Source: an optimization exercise on an open RTL-to-GDS flow (aim: small area, a short achievable clock period and few clock cycles). Production flows keep margins and buffers that such runs may drop.
RTL that was checked went through simulation tests only; none was proved equivalent to the original.
No activity file was given, so power comes from the tool's default toggle rates.

run A:
==> flow/design.v <==
module mult_accelerator (
	input clk,
	output read_n,
	output write_n,
	output chipselect,
	input waitrequest,
	output [31:0] address,
	output [1:0] byteenable,
	input readdatavalid,
	input [15:0] readdata,
	output [15:0] writedata,
	input reset_n
);
assign byteenable = 2'b11;
assign chipselect = 1'b1;
localparam [15:0] PIX1 = 16'd1,     W1 = 16'd50,    R1 = 16'd39250,
                  PIX2 = 16'd39450, W2 = 16'd39463, R2 = 16'd49463;
localparam [5:0] PLAST1 = PIX1[5:0] + 6'd48, PLAST2 = PIX2[5:0] + 6'd12;
localparam [9:0] RLAST1 = R1[9:0] + 10'd199, RLAST2 = R2[9:0] + 10'd199;
localparam [2:0] S_POLL = 3'd0, S_RUN = 3'd1, S_END = 3'd2, S_WR = 3'd3,
                 S_FL0 = 3'd4, S_FLAG = 3'd5;
reg [2:0]  state;
reg        layer2;       
reg        cmd;          
reg        rd, wr;       
reg [15:0] aq;           
reg        cp;           
reg [3:0]  cg;           
reg [5:0]  pa;           
reg        pdone;        
reg        vcur, vnxt;   
reg [15:0] pcur, pnxt;
reg        lcur, lnxt;   
reg [3:0]  rm;           
reg [15:0] gptr;         
reg [9:0]  ra;           
reg        rl;           
reg        t1p, t2p, t1w, t2w;  
reg [3:0]  t1g, t2g;     
reg        clr;          
reg [4:0]  y01, y23;     
reg        yv;           
reg [1:0]  cy;           
reg [5:0]  acc_lo;
reg [7:0]  acc_hi;
assign read_n = !rd;
assign write_n = !wr;
assign address = {2'b11, 13'd0, aq, 1'b0};
assign writedata = {{2{acc_hi[7]}}, acc_hi, acc_lo};
wire adv = !(rd || wr) || !waitrequest;
wire [9:0] phi = layer2 ? PIX2[15:6] : PIX1[15:6];
wire [5:0] plo = layer2 ? PIX2[5:0] : PIX1[5:0];
wire acc_done = !t1w && !t2w && !yv;
function [3:0] need;
	input [15:0] w;
	need = {|w[3:0], |w[7:4], |w[11:8], |w[15:12]};
endfunction
wire can_w = vcur && (rm != 4'd0);
wire cur_free = vcur && (rm == 4'd0);            
wire cur_p = rd && cp;
wire can_p = !pdone && !(can_w && (vnxt || t1p || t2p || cur_p) ||
                         vnxt && (t1p || t2p || cur_p) ||
                         t1p && (t2p || cur_p) ||
                         t2p && cur_p);
wire [3:0] kbit = {rm[3] && rm[2:0] == 3'd0, rm[2] && rm[1:0] == 2'd0, rm[1] && !rm[0], rm[0]};
wire rm_one = !(rm[0] && (rm[1] || rm[2] || rm[3]) || rm[1] && (rm[2] || rm[3]) || rm[2] && rm[3]);
wire [3:0] knib = ({4{kbit[0]}} & pcur[15:12]) | ({4{kbit[1]}} & pcur[11:8]) |
                  ({4{kbit[2]}} & pcur[7:4])   | ({4{kbit[3]}} & pcur[3:0]);
wire [1:0] gl = gptr[1:0];
wire [1:0] klo = {gl[1] ^ kbit[2] ^ kbit[3] ^ (gl[0] && (kbit[1] || kbit[3])), gl[0] ^ kbit[1] ^ kbit[3]};
wire kcy = gl == 2'd1 ? kbit[3] : gl == 2'd2 ? (kbit[2] || kbit[3]) : gl == 2'd3 ? !kbit[0] : 1'b0;
wire [13:0] ghi1 = gptr[15:2] + 14'd1;
wire [15:0] waddr = {kcy ? ghi1 : gptr[15:2], klo};
wire l2last = layer2 && lcur;
wire [15:0] gnext = l2last ? {gl[1] ? ghi1 : gptr[15:2], !gl[1], gl[0]} : {ghi1, gl};
wire row_left = !pdone || t1p || t2p || (rd && cp) || vnxt || can_w;
wire run_choose = adv && (state == S_RUN || state == S_WR && !rl);
wire choose_p = run_choose && can_p || adv && state == S_END && !acc_done && can_p;
wire choose_w = run_choose && !can_p && can_w;
wire rel = cur_free || choose_w && rm_one;
always @(posedge clk) begin
	if (!reset_n) begin
		state <= S_POLL;
		rd <= 1'b0;
		wr <= 1'b0;
	end else if (state == S_POLL && cmd) begin
		state <= S_RUN;
		rd <= 1'b0;
	end else if (adv) begin
		case (state)
			S_POLL: begin
				rd <= 1'b1;
				aq <= 16'd0;
			end
			S_RUN: if (!row_left) begin
				state <= S_END;
				rd <= 1'b0;
			end
			S_END: if (acc_done) begin
				state <= S_WR;
				rd <= 1'b0;
				wr <= 1'b1;
				aq <= {layer2 ? R2[15:10] : R1[15:10], ra};
			end
			S_WR: begin
				wr <= 1'b0;
				state <= rl ? S_FL0 : S_RUN;
			end
			S_FL0: begin
				state <= S_FLAG;
				aq <= 16'd0;
				wr <= 1'b1;
			end
			default: begin
				state <= S_POLL;
				wr <= 1'b0;
			end
		endcase
		if (choose_p || choose_w || state == S_RUN || state == S_END && !acc_done)
			rd <= choose_p || choose_w;
		if (choose_p) begin
			aq <= {phi, pa};
			cp <= 1'b1;
			cg <= {3'd0, pa == (layer2 ? PLAST2 : PLAST1)};
		end
		if (choose_w) begin
			aq <= waddr;
			cp <= 1'b0;
			cg <= knib;
		end
	end
end
always @(posedge clk) begin
	if (!reset_n) begin
		cmd <= 1'b0;
		t1p <= 1'b0;
		t2p <= 1'b0;
		t1w <= 1'b0;
		t2w <= 1'b0;
	end else begin
		cmd <= (state == S_POLL) && !cmd && readdatavalid &&
		       (&readdata[15:2]) && (readdata[1] ^ readdata[0]);
		t2p <= t1p;
		t2w <= t1w;
		t1p <= !waitrequest && rd && cp && state != S_POLL;
		t1w <= !waitrequest && rd && !cp && state != S_POLL;
	end
	t2g <= t1g;
	t1g <= cg;
end
wire [15:0] pin = {readdata[15:8], (layer2 && t2g[0]) ? 8'd0 : readdata[7:0]};
always @(posedge clk) begin
	if (state == S_POLL) begin
		if (readdatavalid && !cmd)
			layer2 <= readdata[0];
		vcur <= 1'b0;
		vnxt <= 1'b0;
		pa <= plo;
		pdone <= 1'b0;
		ra <= layer2 ? R2[9:0] : R1[9:0];
		gptr <= layer2 ? W2 : W1;
	end else begin
		if (choose_p) begin
			pa <= pa + 6'd1;
			pdone <= (pa == (layer2 ? PLAST2 : PLAST1));
		end
		if (state == S_RUN && adv && !row_left) begin
			pa <= plo;
			pdone <= 1'b0;
		end
		if (choose_w)
			rm <= rm & ~kbit;
		if (rel)
			gptr <= gnext;
		if (rel || !vcur) begin
			if (vnxt) begin
				pcur <= pnxt;
				lcur <= lnxt;
				rm <= need(pnxt);
				vcur <= 1'b1;
				vnxt <= t2p;
				pnxt <= pin;
				lnxt <= t2g[0];
			end else begin
				pcur <= pin;
				lcur <= t2g[0];
				rm <= need(pin);
				vcur <= t2p;
			end
		end else if (t2p) begin
			pnxt <= pin;
			lnxt <= t2g[0];
			vnxt <= 1'b1;
		end
		if (state == S_END && adv && acc_done) begin
			ra <= ra + 10'd1;
			rl <= (ra == (layer2 ? RLAST2 : RLAST1));
		end
	end
end
wire arr_wt = t2w;
wire [3:0] g = t2g;
wire [3:0] o0 = g[0] ? {~readdata[3],  readdata[2:0]}   : 4'd8;
wire [3:0] o1 = g[1] ? {~readdata[7],  readdata[6:4]}   : 4'd8;
wire [3:0] o2 = g[2] ? {~readdata[11], readdata[10:8]}  : 4'd8;
wire [3:0] o3 = g[3] ? {~readdata[15], readdata[14:12]} : 4'd8;
wire [7:0] lo_sum = acc_lo + {yv, y01} + y23;
wire [1:0] hd = lo_sum[7:6] - yv;    
always @(posedge clk) begin
	clr <= (state == S_POLL && cmd) || (state == S_WR && adv);
	y01 <= arr_wt ? o0 + o1 : 5'd0;
	y23 <= arr_wt ? o2 + o3 : 5'd0;
	yv <= arr_wt;
	if (clr || state == S_FL0) begin
		acc_lo <= {6{state == S_FL0}};
		acc_hi <= {8{state == S_FL0}};
		cy <= 2'd0;
	end else begin
		acc_lo <= lo_sum[5:0];
		acc_hi <= acc_hi + {{6{cy[1]}}, cy};
		cy <= hd;
	end
end
endmodule
==> flow/config.mk <==
export PLATFORM = sky130hd
export DESIGN_NAME = mult_accelerator
export DESIGN_NICKNAME = mult_accelerator
export VERILOG_FILES = /design/flow/design.v
export SDC_FILE = /design/flow/constraint.sdc
export NUM_CORES = 4
export LEC_CHECK = 0
export CAP_MARGIN = 20
export CORE_MARGIN = 2
export CORE_UTILIZATION = 65
export CTS_BUF_LIST = sky130_fd_sc_hd__clkbuf_8
export PLACE_DENSITY = 0.75
export SETUP_SLACK_MARGIN = 3.8
export SLEW_MARGIN = 20
export BUFFER_PORTS_ARGS = -buffer_cell sky130_fd_sc_hd__buf_2
==> flow/constraint.sdc <==
create_clock -name core_clock -period 6.0 [get_ports {clk}]
set_input_delay 1.2000 -clock core_clock [delete_from_list [all_inputs] [get_ports {clk}]]
set_output_delay 1.2000 -clock core_clock [all_outputs]
set_load 0.01 [all_outputs]
standard.sh (not shown) runs the stock make flow with config.mk's settings and CLKGATE_MAP_FILE= SYNTH_SCRIPT=/design/flow/synth_recipe.tcl, a recipe that flattens the netlist after the stock synthesis.
==> flow/flow/run.sh <==
#!/bin/bash
# Standard layout, with plain buffers on the ports.
set -e
echo 'export BUFFER_PORTS_ARGS = -buffer_cell sky130_fd_sc_hd__buf_2' >> config.mk
bash standard.sh > standard.log 2>&1
The inputs of run B differ from those of run A as listed below.
-- flow/design.v --
<<< run A, line 56
	need = {|w[3:0], |w[7:4], |w[11:8], |w[15:12]};
endfunction
wire can_w = vcur && (rm != 4'd0);
wire cur_free = vcur && (rm == 4'd0);            
wire cur_p = rd && cp;
wire can_p = !pdone && !(can_w && (vnxt || t1p || t2p || cur_p) ||
                         vnxt && (t1p || t2p || cur_p) ||
                         t1p && (t2p || cur_p) ||
                         t2p && cur_p);
wire [3:0] kbit = {rm[3] && rm[2:0] == 3'd0, rm[2] && rm[1:0] == 2'd0, rm[1] && !rm[0], rm[0]};
wire rm_one = !(rm[0] && (rm[1] || rm[2] || rm[3]) || rm[1] && (rm[2] || rm[3]) || rm[2] && rm[3]);
wire [3:0] knib = ({4{kbit[0]}} & pcur[15:12]) | ({4{kbit[1]}} & pcur[11:8]) |
                  ({4{kbit[2]}} & pcur[7:4])   | ({4{kbit[3]}} & pcur[3:0]);
wire [1:0] gl = gptr[1:0];
wire [1:0] klo = {gl[1] ^ kbit[2] ^ kbit[3] ^ (gl[0] && (kbit[1] || kbit[3])), gl[0] ^ kbit[1] ^ kbit[3]};
wire kcy = gl == 2'd1 ? kbit[3] : gl == 2'd2 ? (kbit[2] || kbit[3]) : gl == 2'd3 ? !kbit[0] : 1'b0;
wire [13:0] ghi1 = gptr[15:2] + 14'd1;
wire [15:0] waddr = {kcy ? ghi1 : gptr[15:2], klo};
wire l2last = layer2 && lcur;
wire [15:0] gnext = l2last ? {gl[1] ? ghi1 : gptr[15:2], !gl[1], gl[0]} : {ghi1, gl};
wire row_left = !pdone || t1p || t2p || (rd && cp) || vnxt || can_w;
wire run_choose = adv && (state == S_RUN || state == S_WR && !rl);
>>> run B, line 56
	need = {|w[3:0], |w[7:4], |w[11:8], |w[15:12]};
endfunction
wire cur_free = vcur && (rm == 4'd0);            
wire [2:0] occ = vcur + vnxt + t1p + t2p + (rd && cp) - cur_free;
wire can_p = !pdone && (occ < 3'd2);
wire can_w = vcur && (rm != 4'd0);
wire [1:0] k = rm[0] ? 2'd0 : rm[1] ? 2'd1 : rm[2] ? 2'd2 : 2'd3;
wire rm_one = (rm & (rm - 4'd1)) == 4'd0;
wire [3:0] kbit = 4'd1 << k;
wire [3:0] knib = pcur[15 - 4*k -: 4];
wire [2:0] klo = {1'b0, gptr[1:0]} + {1'b0, k};
wire [13:0] ghi1 = gptr[15:2] + 14'd1;
wire [15:0] waddr = {klo[2] ? ghi1 : gptr[15:2], klo[1:0]};
wire l2last = layer2 && lcur;
wire [2:0] glo = {1'b0, gptr[1:0]} + (l2last ? 3'd2 : 3'd4);
wire [15:0] gnext = {glo[2] ? ghi1 : gptr[15:2], glo[1:0]};
wire row_left = !pdone || t1p || t2p || (rd && cp) || vnxt || can_w;
wire run_choose = adv && (state == S_RUN || state == S_WR && !rl);
==> comparison <==
- Comparing run A and run B, relative contribution of the clock network to total power is lower on run B.
- Run B vs run A, master of the slowest instance on the critical path: sky130_fd_sc_hd__fa_1 vs sky130_fd_sc_hd__edfxtp_1
- Re register share of the cell area: run A was lower than run B.
- Compared with run A, run B has less setup slack.
- The run showing the greater final layout net count is run A.
- Re net switching power of the design: run A and run B aren't equal, and the lower value belongs to run B.
- Relative to run A, arrival time of data at the critical path endpoint has increased by 1.43 ns in run B.
- As of run B, total power had fallen by a little under 10% compared to run A.
- Run B went all the way through synthesis, placement and routing and the layout is clean on timing, DRC and antenna.
- Die size: run B exceeds run A
- Re portion of netlist area occupied by mux cells: run A was lower than run B.
- Run B ends up with lower total of plain and repair buffers excluding clock buffers than run A does.
- Measured against each other, run A and run B differ in core utilization, the higher figure coming from run A.
- On routability congestion estimate from global placement: between run A and run B, it ends up lower for run B.
No functional check of the RTL was part of any run of this note.

* * *

mult_accelerator, a different RTL version from the one above (not shown whole).
Size: ~690 cells after synthesis, ~140 flip-flops, roughly 73 I/O pins, about 0.0073 sq mm of cells after synthesis.
export LEC_CHECK = 0
export CAP_MARGIN = 20
export CORE_MARGIN = 2
export CORE_UTILIZATION = 65
export CTS_BUF_LIST = sky130_fd_sc_hd__clkbuf_8
export PLACE_DENSITY = 0.75
export SETUP_SLACK_MARGIN = 3.7
export SLEW_MARGIN = 20
export BUFFER_PORTS_ARGS = -buffer_cell sky130_fd_sc_hd__buf_2
create_clock -name core_clock -period 6.0 [get_ports {clk}]
Scripts as last shown in full above: flow/flow/run.sh
Then changed:
--- a/flow/design.v
+++ b/flow/design.v
@@ -28,32 +28,32 @@
 reg [3:0]  cg;           
 reg [5:0]  pa;           
 reg        pdone;        
 reg        vcur, vnxt;   
 reg [15:0] pcur, pnxt;
 reg [3:0]  rm;           
 reg [15:0] gptr;         
 reg [9:0]  ra;           
 reg        rl;           
 reg        t1p, t2p, t1w, t2w;  
 reg [3:0]  t1g, t2g;     
 reg        clr;          
-reg [5:0]  y;            
+reg [4:0]  y01, y23;     
 reg        yv;           
-reg [4:0]  acc_lo;
-reg [8:0]  acc_hi;
+reg [5:0]  acc_lo;
+reg [7:0]  acc_hi;
 assign read_n = !rd;
 assign write_n = !wr;
 assign address = {2'b11, 13'd0, aq, 1'b0};
-assign writedata = {{2{acc_hi[8]}}, acc_hi, acc_lo};
+assign writedata = {{2{acc_hi[7]}}, acc_hi, acc_lo};
 wire adv = !(rd || wr) || !waitrequest;
 wire [9:0] phi = layer2 ? PIX2[15:6] : PIX1[15:6];
 wire [5:0] plo = layer2 ? PIX2[5:0] : PIX1[5:0];
 wire acc_done = !t1w && !t2w && !yv;
 function [3:0] need;
 	input [15:0] w;
 	need = {|w[3:0], |w[7:4], |w[11:8], |w[15:12]};
 endfunction
 wire can_w = vcur && (rm != 4'd0);
 wire cur_free = vcur && (rm == 4'd0);            
 wire cur_p = rd && cp;
 wire can_p = !pdone && !(can_w && (vnxt || t1p || t2p || cur_p) ||
@@ -170,32 +170,33 @@
 		if (state == S_END && adv && acc_done) begin
 			ra <= ra + 10'd1;
 			rl <= (ra == (layer2 ? RLAST2 : RLAST1));
 		end
 	end
 end
 wire arr_wt = t2w;
 wire [3:0] g = t2g;
 wire [3:0] o0 = g[0] ? {~readdata[3],  readdata[2:0]}   : 4'd8;
 wire [3:0] o1 = g[1] ? {~readdata[7],  readdata[6:4]}   : 4'd8;
 wire [3:0] o2 = g[2] ? {~readdata[11], readdata[10:8]}  : 4'd8;
 wire [3:0] o3 = g[3] ? {~readdata[15], readdata[14:12]} : 4'd8;
-wire [6:0] lo_sum = acc_lo + y;
+wire [7:0] lo_sum = acc_lo + {yv, y01} + y23;
 reg [1:0] cr;     
 reg       yd;     
 always @(posedge clk) begin
 	clr <= (state == S_POLL && cmd) || (state == S_WR && adv);
-	y <= arr_wt ? o0 + o1 + o2 + o3 : 6'd0;
+	y01 <= arr_wt ? o0 + o1 : 5'd0;
+	y23 <= arr_wt ? o2 + o3 : 5'd0;
 	yv <= arr_wt;
 	if (clr || state == S_FL0) begin
-		acc_lo <= {5{state == S_FL0}};
-		acc_hi <= {9{state == S_FL0}};
+		acc_lo <= {6{state == S_FL0}};
+		acc_hi <= {8{state == S_FL0}};
 		cr <= 2'd0;
 		yd <= 1'b0;
 	end else begin
-		acc_lo <= lo_sum[4:0];
+		acc_lo <= lo_sum[5:0];
 		acc_hi <= acc_hi + cr - yd;
-		cr <= lo_sum[6:5];
+		cr <= lo_sum[7:6];
 		yd <= yv;
 	end
 end
 endmodule
The new run completed without violations.
Synthesized area rose by a few percent.
Clock skew hardly moves.
Worst hold slack stays flat.
Register-to-register slack gains 400 ps.
Core utilization falls by 2.6 points.
Fmax goes up by well over a third.
Final area grows slightly.
Wire length barely changes.
Die area came out higher by a few percent.
Total power goes down slightly.
Via count climbs slightly.
Setup slack gets better by 830 ps.
Clock-buffer cell count rises by 2.
Global-route usage went down by 1.6 points.
Testbench counts after the change, summed over its fixed seeds: cycles 420,833.
Only the layout flow was run in the first run of this note; the RTL was not checked for function there.

-- static timing again, ports no longer ideal --
The results above use ideal ports. As a check the final layouts listed here were re-extracted and re-timed, cells and wires unchanged. Step 1 assumes that a clkbuf_16 drives the clock port and a buf_2 every other input. Step 2 adds t to the input delays and takes it off the output delays; t is the mean of the earliest and latest rising clock arrival at the registers after step 1. Input paths then give back, and output paths get back, about the clock's delay inside the block. Slacks: ideal / step 1 / step 2; pairs: ideal / step 1.
run	t (ns)	setup WS [ns]	clock arrival spread, ns
run A	0.502	3.519 / 3.519 / 3.027	0.014 / 0.015
run B	0.483	2.087 / 2.087 / 2.087	0.011 / 0.011
the first run of note 2	0.485	2.952 / 2.946 / 2.460	0.013 / 0.013
the second run of note 2	0.492	3.778 / 3.739 / 3.370	0.009 / 0.010
After both steps setup and hold are still met in every run listed.
